From an optimization exercise on the open Yosys and OpenROAD flow, aimed at small area, a short achievable clock period and few clock cycles; shortcuts taken in it are not production practice.
Where RTL was checked, it was by simulation tests only, not by an equivalence proof against the original.
No driver is modelled on the clock port, so clock power and skew are understated where the tree is cut down; a real chip needs a root buffer or a tree.
Power and IR drop assume default switching activity.

==> flow/design.v (excerpt) <==
module ULA (
    input clk,
    input reset,
    input [3:0] seletor,
    output saida,
    output [18:0] rom_addr,
    input [7:0] rom_data,
    output reg [18:0] ram_wraddr,
    output reg [7:0] ram_data,
    output reg ram_wren,
    output reg done
);
    assign saida = 1'b0;
    reg [3:0] mode;
    reg start;
    always @(posedge clk or negedge reset) begin
        if (!reset) begin
            mode  <= 4'b1111;
            start <= 1'b0;
        end else begin
            mode  <= seletor;
            start <= (seletor != mode);
        end
    end
    reg is_avg, is_dec, is_rep;
    always @(posedge clk) begin
        is_avg <= ~seletor[2] & seletor[1] & seletor[0];
        is_dec <= ~seletor[2] & ~seletor[1] & seletor[0];
        is_rep <= ~seletor[2] & ~seletor[0];
    end
    wire f4    = mode[3];
    wire valid = ~mode[2] | (mode == 4'b0100);
    reg [1:0] c0, c1;
    reg [2:0] xh;
    reg [4:0] rl;
    reg [9:0] rh;
    reg run;
    assign rom_addr = {4'b0, rh, rl};
    wire [1:0] lim0 = (is_rep | is_avg) ? {f4, 1'b1} : 2'd0;
    wire [1:0] lim2 = is_rep ? {f4, 1'b1} : 2'd0;
    wire e0 = (c0 == 2'd0);
    wire e2 = (c1 == 2'd0);
    wire ex = xh[2] & rl[4] & rl[3] & rl[2] & (rl[1] | (is_dec & f4)) & (rl[0] | is_dec);
    wire ey = (rh == (is_dec ? (f4 ? 10'd584 : 10'd594) : 10'd599));
    wire last = e0 & ex & e2 & ey;
    wire wr = ~is_avg | (e0 & rl[0] & (~f4 | rl[1]));
    reg [2:0] kl;
    reg [9:0] kh;
    always @* begin
        if (!e0) begin
            kl = 3'd0;
            kh = is_avg ? 10'd5 : 10'd0;
  ...
export LEC_CHECK = 0
export CAP_MARGIN = 20
export CORE_MARGIN = 2
export CORE_UTILIZATION = 40
export PLACE_DENSITY = 0.6
export SETUP_SLACK_MARGIN = 3.6
export SLEW_MARGIN = 20
create_clock -name core_clock -period 6.0 [get_ports {clk}]
run.sh (not shown) runs the stock make flow with config.mk's settings and CLKGATE_MAP_FILE= SYNTH_SCRIPT=/design/flow/synth_recipe.tcl, a recipe that flattens the netlist after the stock synthesis.
==> next run, changes <==
==> flow/flow/run.sh (new file) <==
#!/bin/bash
# Layout flow: the standard ORFS flow, with plain buf_2 cells as the
# port buffers instead of the delay buffers buffer_ports picks by default.
set -euo pipefail
bash standard.sh "BUFFER_PORTS_ARGS=-buffer_cell sky130_fd_sc_hd__buf_2" finish > orfs_make.log 2>&1
==> flow/standard.sh (new file) <==
#!/bin/bash
# synth_recipe.tcl (not shown) runs the flow's synth.tcl, then flattens the netlist and writes it again
# the make line also repeats each setting of config.mk as NAME=value (left out here)
make -C /OpenROAD-flow-scripts/flow DESIGN_CONFIG=/design/flow/config.mk WORK_HOME=/design/flow/orfs CLKGATE_MAP_FILE= SYNTH_SCRIPT=/design/flow/synth_recipe.tcl "${@:-finish}"
removed: flow/run.sh
=> Clock power shrinks by 12%. Final area decreases by 7.6%. Count of clock-buffer cells in the layout climbs by 2. Power falls by 6.8%. Global-route usage decreases by 0.73 points.
No functional check of the RTL was part of any run of this note.


Another version of the RTL of ULA (not shown whole).
Size: about 94 flip-flops.
==> flow/design.v (excerpt) <==
module ULA (
    input clk,
    input reset,
    input [3:0] seletor,
    output saida,
    output [18:0] rom_addr,
    input [7:0] rom_data,
    output reg [18:0] ram_wraddr,
    output reg [7:0] ram_data,
    output reg ram_wren,
    output reg done
);
    assign saida = 1'b0;
    reg [3:0] mode;
    reg start;
    always @(posedge clk) mode <= seletor;
    always @(posedge clk or negedge reset) begin
        if (!reset) start <= 1'b1;
        else start <= (seletor != mode);
    end
    reg is_avg, is_dec, is_rep, f4;
    always @(posedge clk) begin
        f4     <= seletor[3];
        is_avg <= ~seletor[2] & seletor[1] & seletor[0];
        is_dec <= ~seletor[2] & ~seletor[1] & seletor[0];
        is_rep <= ~seletor[2] & ~seletor[0];
    end
    wire valid = ~mode[2] | (mode == 4'b0100);
    reg [1:0] c0, c1;
    reg [7:0] col;
    reg [6:0] r;
    reg run, bub;
    wire [1:0] lim0 = is_rep ? {f4, 1'b1} : 2'd0;
    wire [1:0] lim2 = is_rep ? {f4, 1'b1} : 2'd0;
    wire e0 = is_avg ? (r[0] & (~f4 | r[1])) : (c0 == 2'd0);
  ...
==> flow/config.mk <==
export PLATFORM = sky130hd
export DESIGN_NAME = ULA
export DESIGN_NICKNAME = ULA
export VERILOG_FILES = /design/flow/design.v
export SDC_FILE = /design/flow/constraint.sdc
export NUM_CORES = 4
export LEC_CHECK = 0
export ABC_AREA = 1
export CAP_MARGIN = 20
export CORE_MARGIN = 2
export CORE_UTILIZATION = 40
export PLACE_DENSITY = 0.6
export SETUP_SLACK_MARGIN = 4.1
export SLEW_MARGIN = 20
==> flow/constraint.sdc <==
create_clock -name core_clock -period 6.0 [get_ports {clk}]
set_input_delay 1.2000 -clock core_clock [delete_from_list [all_inputs] [get_ports {clk}]]
set_output_delay 1.2000 -clock core_clock [all_outputs]
set_load 0.01 [all_outputs]
standard.sh (not shown) runs the stock make flow with config.mk's settings and CLKGATE_MAP_FILE= SYNTH_SCRIPT=/design/flow/synth_recipe.tcl, a recipe that flattens the netlist after the stock synthesis.
==> flow/flow/run.sh <==
#!/bin/bash
# Layout flow: the standard ORFS flow with three changes:
#  - synthesis maps adders through ABC like the rest of the logic instead of
#    extracting full/half adder cells first (ADDER_MAP_FILE empty);
#  - plain buf_2 cells as the port buffers instead of the delay buffers
#    buffer_ports picks by default;
#  - the clock tree is four clkbuf_16 cells driven by the clock port, each
#    driving the flip-flops nearest to it (flow/cts_hook.tcl replaces
#    TritonCTS's two-level H-tree).
set -euo pipefail
here=$(cd "$(dirname "$0")" && pwd)
CLKBUF_N=4 bash standard.sh \
  "ADDER_MAP_FILE=" \
  "BUFFER_PORTS_ARGS=-buffer_cell sky130_fd_sc_hd__buf_2" \
  "PRE_CTS_TCL=$here/cts_hook.tcl" \
  finish > orfs_make.log 2>&1
==> flow/flow/cts_hook.tcl <==
# Clock buffering in place of TritonCTS's H-tree: the clock port drives
# CLKBUF_N clkbuf_16 cells (1, 2 or 4), each placed at the centre of the
# flip-flops it drives; the flip-flops are split between them by position.
proc clock_tree_synthesis { args } {
  set nbuf 1
  if { [info exists ::env(CLKBUF_N)] } { set nbuf $::env(CLKBUF_N) }
  set block [ord::get_db_block]
  set clk_net [$block findNet clk]
  set master [[ord::get_db] findMaster sky130_fd_sc_hd__clkbuf_16]
  set sinks {}
  foreach it [$clk_net getITerms] {
    set loc [[$it getInst] getLocation]
    lappend sinks [list $it [lindex $loc 0] [lindex $loc 1]]
  }
  # split into groups: by x, then each half by y
  set groups [list $sinks]
  set axis 1
  while { [llength $groups] < $nbuf } {
    set ng {}
    foreach g $groups {
      set s [lsort -integer -index $axis $g]
      set h [expr {[llength $s] / 2}]
      lappend ng [lrange $s 0 [expr {$h - 1}]] [lrange $s $h end]
    }
    set groups $ng
    set axis [expr {3 - $axis}]
  }
  set i 0
  foreach g $groups {
    set buf [odb::dbInst_create $block $master clkbuf_root_$i]
    set net [odb::dbNet_create $block clknet_root_$i]
    $net setSigType CLOCK
    set sx 0; set sy 0
    foreach s $g {
      set it [lindex $s 0]
      $it disconnect
      $it connect $net
      set sx [expr {$sx + [lindex $s 1]}]; set sy [expr {$sy + [lindex $s 2]}]
    }
    [$buf findITerm A] connect $clk_net
    [$buf findITerm X] connect $net
    set n [llength $g]
    $buf setLocation [expr {$sx / $n}] [expr {$sy / $n}]
    $buf setPlacementStatus PLACED
    puts "clock buffer clkbuf_root_$i drives $n sinks"
    incr i
  }
  $clk_net setSigType CLOCK
}
The starting point completed with no timing, DRC or antenna violations.
Testbench counts at the start, summed over its fixed seeds: cycles 2,512,959.
Next try:
--- a/flow/config.mk
+++ b/flow/config.mk
@@ -11,4 +11,4 @@
 export CORE_UTILIZATION = 40
 export PLACE_DENSITY = 0.6
-export SETUP_SLACK_MARGIN = 4.1
+export SETUP_SLACK_MARGIN = 4.0
 export SLEW_MARGIN = 20
The changed run completed with no timing, DRC or antenna violations.
Via count came out lower by 0.39%.
Clock power hardly moves.
Sequential power increases by about 0.8%.
Next try:
--- a/flow/config.mk
+++ b/flow/config.mk
@@ -11,4 +11,4 @@
 export CORE_UTILIZATION = 40
 export PLACE_DENSITY = 0.6
-export SETUP_SLACK_MARGIN = 4.0
+export SETUP_SLACK_MARGIN = 4.2
 export SLEW_MARGIN = 20
Outcome:
- The changed run finished with timing, DRC and antenna clean
- setup slack improves by 0.071 ns
- global-route usage came out higher by 0.20 points
- wire length came out higher by 5.4%
- design area came out higher by 8.5%
- critical path depth is unchanged
- synthesized cell count stays the same
- total power came out higher by 0.92%
- via count came out higher by 2.3%
- die area does not change
- final cell count came out higher by 2.8%
Next try:
--- a/flow/config.mk
+++ b/flow/config.mk
@@ -6,9 +6,8 @@
 export NUM_CORES = 4
 export LEC_CHECK = 0
-export ABC_AREA = 1
 export CAP_MARGIN = 20
 export CORE_MARGIN = 2
 export CORE_UTILIZATION = 40
 export PLACE_DENSITY = 0.6
-export SETUP_SLACK_MARGIN = 4.2
+export SETUP_SLACK_MARGIN = 4.0
 export SLEW_MARGIN = 20
The changed run completed with no timing, DRC or antenna violations.
Design area falls by 7.4%.
Fmax went down by 5.7%.
Worst setup slack is worse by 0.11 ns.
Clock skew falls by 0.0031 ns.
Die area barely changes.
In every run of this note, the design's own scripts or RTL, not TritonCTS, make the clock network.

separate check: timing with driven ports:
How much do the figures lean on ideal ports? The routed layouts below were timed once more, with nothing changed but the port constraints.
Step 1 (the two cells are an assumption about what drives the block):
set clk [get_ports {clk}]
set_driving_cell -lib_cell sky130_fd_sc_hd__clkbuf_16 $clk
set_driving_cell -lib_cell sky130_fd_sc_hd__buf_2 [delete_from_list [all_inputs] $clk]
Step 2 moves the port delays by t, midway between the first and last clock arrival at a register: inputs arrive t later, outputs are due t later. That takes back most of the time a late clock gives input paths.
Slacks: no drivers / after step 1 / after step 2; pairs: no drivers / after step 1.
| run | shift t [ns] | slack for setup (ns) | worst setup path after step 2 | clock arrival spread, ns | worst data-port slew with drivers (ns) |
|---|---|---|---|---|---|
| the first run of note 1 | 0.376 | 2.258 / 2.258 / 2.258 | register to register | 0.010 / 0.010 | 0.05 |
| the second run of note 1 | 0.369 | 2.251 / 2.251 / 2.251 | register to register | 0.012 / 0.012 | 0.05 |
| the first run of note 2 | 0.235 | 4.116 / 4.037 / 4.235 | register to register | 0.012 / 0.012 | 0.04 |
| the second run of note 2 | 0.235 | 4.042 / 3.963 / 4.169 | register to register | 0.012 / 0.012 | 0.04 |
| the third run of note 2 | 0.235 | 4.114 / 4.034 / 4.270 | register to output | 0.012 / 0.011 | 0.05 |
| the fourth run of note 2 | 0.239 | 4.000 / 3.915 / 4.076 | register to register | 0.008 / 0.009 | 0.04 |
After both steps every run listed still meets setup and hold.
